What follows belongs to an exercise in optimizing a design on an open flow for small area; a production flow would make more cautious choices. In this exercise RTL edits were held to simulation tests only and were not proved equivalent to the original. The clock port is modelled as an ideal driver; clocking choices that lean on that would not hold on a real chip. Power is estimated from default activity; no workload was simulated.

job 101:
==> flow/design.v (excerpt) <==
module top (
    input   clk,
    input   rst_n,
    output  SRCLK,
    output  RCLK,
    output  SER
);
    reg [4:0]  p;
    reg [5:0]  q;
    reg [3:0]  r0, r1, r2, r3;
    reg        x;                                  
    reg        ser_r;
    wire jump = q[5] & q[4] & q[2] & q[1] & q[0]   
              & p[3] & ~p[2] & ~p[1] & p[0];
    wire wrap = (p[4] & p[0]) | jump;              
    always @(posedge clk) begin
        if (~rst_n) begin
            p     <= 5'd1;
            q     <= 6'd22;
        end else begin
            p[0]  <= ~wrap & ~p[0];
            p[1]  <= ~wrap & (p[1] ^ p[0]);
            p[2]  <= ~wrap & (p[2] ^ (p[1] & p[0]));
            p[3]  <= ~wrap & (p[3] ^ (p[2] & p[1] & p[0]));
            p[4]  <= ~wrap & (p[4] | (p[3] & p[2] & p[1] & p[0]));
            q[0]  <= ~jump & (q[0] ^ wrap);
            q[1]  <= ~jump & (q[1] ^ (wrap & q[0]));
            q[2]  <= ~jump & (q[2] ^ (wrap & q[1] & q[0]));
            q[3]  <= ~jump & (q[3] ^ (wrap & q[2] & q[1] & q[0]));
            q[4]  <= ~jump & (q[4] ^ (wrap & q[3] & q[2] & q[1] & q[0]));
            q[5]  <= ~jump & (q[5] | (wrap & q[4] & q[3] & q[2] & q[1] & q[0]));
        end
    end
    wire [1:0] ph  = {p[1] ^ q[0], p[0]};          
    wire       pre = q[5] | q[4];                  
    wire       first = x & pre;
    wire       c = x;
    wire       h9  = (r0[1] & ~r0[2] & ~r0[3]);    
    wire [3:0] nxt;                               
  ...
Size in the first run: about 110 cells after synthesis, roughly 5 I/O pins.
Settings: LEC_CHECK=0, CAP_MARGIN=20, CORE_AREA=10 10 90 90, DIE_AREA=0 0 100 100, SLEW_MARGIN=20; clock period 10.0 ns.
standard.sh (not shown) runs the stock make flow with config.mk's settings and CLKGATE_MAP_FILE= SYNTH_SCRIPT=/design/flow/synth_recipe.tcl, a recipe that flattens the netlist after the stock synthesis.
==> flow/flow/run.sh <==
#!/bin/bash
# Own layout flow: the standard ORFS flow (standard.sh) with these changes:
#  - synthesis maps the logic with several area-oriented ABC scripts
#    (flow/abc_scripts.txt) and keeps the smallest result, without the adder
#    extraction step (registers and their names are unchanged);
#  - port buffers use the smallest buffer cell;
#  - the clock tree is one buf_12 at the registers' centroid that drives every
#    register (flow/pre_cts.tcl); clock_tree_synthesis is limited to the clock
#    port's net, which then has that single sink, so it adds nothing.
# Runs in the standard flow's work folder; each tool's output is kept in orfs/logs and
# the make output in flow_make.log.
set -euo pipefail
W=$(pwd)
F="$W/flow"
bash standard.sh \
  SYNTH_SCRIPT="$F/synth.tcl" \
  MY_ABC_SCRIPTS="$F/abc_scripts.txt" \
  ADDER_MAP_FILE= \
  BUFFER_PORTS_ARGS="-buffer_cell sky130_fd_sc_hd__buf_1" \
  PRE_CTS_TCL="$F/pre_cts.tcl" \
  CTS_ARGS="-sink_clustering_enable -repair_clock_nets -clk_nets clk" \
  finish 2>&1 | tee "$W/flow_make.log"
==> flow/flow/pre_cts.tcl <==
# Clock tree: a single buf_12, placed at the centroid of the registers,
# drives every register; clock_tree_synthesis (limited to the clock port's net by
# CTS_ARGS) then finds only that one sink and adds nothing.
set block [ord::get_db_block]
set sx 0.0; set sy 0.0; set n 0
foreach inst [$block getInsts] {
  if {![string match "*__*df*" [[$inst getMaster] getName]]} continue
  set bb [$inst getBBox]
  set sx [expr {$sx + ([$bb xMin] + [$bb xMax]) / 2.0}]
  set sy [expr {$sy + ([$bb yMin] + [$bb yMax]) / 2.0}]
  incr n
}
set dbu [[ord::get_db_tech] getDbUnitsPerMicron]
set cx [expr {$sx / $n / $dbu}]
set cy [expr {$sy / $n / $dbu}]
set clk_net [get_nets [[[$block findBTerm clk] getNet] getName]]
puts "pre_cts: buf_12 for [get_full_name $clk_net] at $cx $cy ($n registers)"
insert_buffer -net $clk_net -buffer_cell sky130_fd_sc_hd__buf_12 \
  -location [list $cx $cy] -buffer_name clkbuf_root -net_name clknet_root
Other scripts of this flow, unchanged in this note and not shown: flow/flow/abc_scripts.txt, flow/flow/synth.tcl
Job 101 finished every step from synthesis to the final layout, and the layout passed the timing, DRC and antenna checks.
### job 101 -> job 102
==> flow/flow/pre_cts.tcl <==
set block [ord::get_db_block]
set sx 0.0; set sy 0.0; set n 0
foreach inst [$block getInsts] {
  if {![string match "*__*df*" [[$inst getMaster] getName]]} continue
  set bb [$inst getBBox]
  set sx [expr {$sx + ([$bb xMin] + [$bb xMax]) / 2.0}]
  set sy [expr {$sy + ([$bb yMin] + [$bb yMax]) / 2.0}]
  incr n
}
set dbu [[ord::get_db_tech] getDbUnitsPerMicron]
set cx [expr {$sx / $n / $dbu}]
set cy [expr {$sy / $n / $dbu}]
set clk_net [get_nets [[[$block findBTerm clk] getNet] getName]]
set cells {sky130_fd_sc_hd__buf_8 sky130_fd_sc_hd__buf_12 sky130_fd_sc_hd__clkbuf_16}
insert_buffer -net $clk_net -buffer_cell [lindex $cells 0] \
  -location [list $cx $cy] -buffer_name clkbuf_root -net_name clknet_root
set buf [get_cells clkbuf_root*]
set_propagated_clock [all_clocks]
foreach cell $cells {
  replace_cell $buf $cell
  estimate_parasitics -placement
  set slew 0.0
  foreach pin [get_pins -of_objects [get_nets clknet_root*]] {
    if {[get_property $pin direction] ne "input"} continue
    set s [get_property $pin slew_max]
    if {$s > $slew} { set slew $s }
  }
  puts "pre_cts: $cell at $cx $cy for $n registers, clock pin slew [format %.1f [expr {$slew * 1000}]] ps"
  if {$slew < 0.120} break
}
unset_propagated_clock [all_clocks]
[summary]
- Placed standard-cell area came out exactly the same in job 101 and job 102.
- Comparing job 101 against job 102, there is no change at all in count of non-filler cells in the finished layout.
- Changes observed in job 102 relative to job 101: met1 global-route usage held steady, total power after layout held steady, worst hold slack across all endpoints held steady, DRC violation total after the first TritonRoute iteration held steady.
- There was hardly any difference in maximum clock skew at final layout between job 102 and job 101.
- Per the comparison of job 102 with job 101, peak per-stage delay on the critical path comparable; detailed-routed wire length on met3 comparable; gate count of the mapped netlist comparable; simple-gate portion of the synthesized area comparable.
#### Input delta (job 103 over job 102)
Settings: PLACE_DENSITY now 0.9, previously not set.
### Flow results
Of job 102 and job 103, the run reporting the lower total power was job 102. On job 103: register-to-register slack is 0.04 ns lower than what job 102 gave. The wire length on met1 in job 103 sits 4.1% below the value recorded for job 102. Re clock power: job 103 is about 3% up on job 102. Cell internal power dissipation: job 102 vs job 103 — no meaningful difference. Reported for job 102 and job 103, leakage dissipation turned out identical to the last digit. [job 103] met3 demand-to-capacity share in global routing fell 0.27 points relative to job 102. Chip width came out exactly the same in job 102 and job 103.

==> afterwards: timing with drivers on the ports <==
Ports are ideal in the flow. The routed layouts listed here were re-timed in OpenROAD.
Step 1 assumes that a clkbuf_16 drives the clock port and a buf_2 every other input.
Step 2 adds t to the input delays and takes it off the output delays; t is the mean of the earliest and latest rising clock arrival at the registers after step 1. Input paths then give back, and output paths get back, about the clock's delay inside the block.
a / b / c = ideal ports / drivers / drivers and shift; a / b = the first two.
| run | t (ns) | slack for setup (ns) | worst data-port slew with drivers (ns) |
|---|---|---|---|
| job 101 | 0.163 | 6.739 / 6.709 / 6.872 | 0.04 |
| job 102 | 0.163 | 6.739 / 6.709 / 6.872 | 0.04 |
| job 103 | 0.163 | 6.683 / 6.656 / 6.819 | 0.04 |
After both steps every run listed still meets setup and hold.
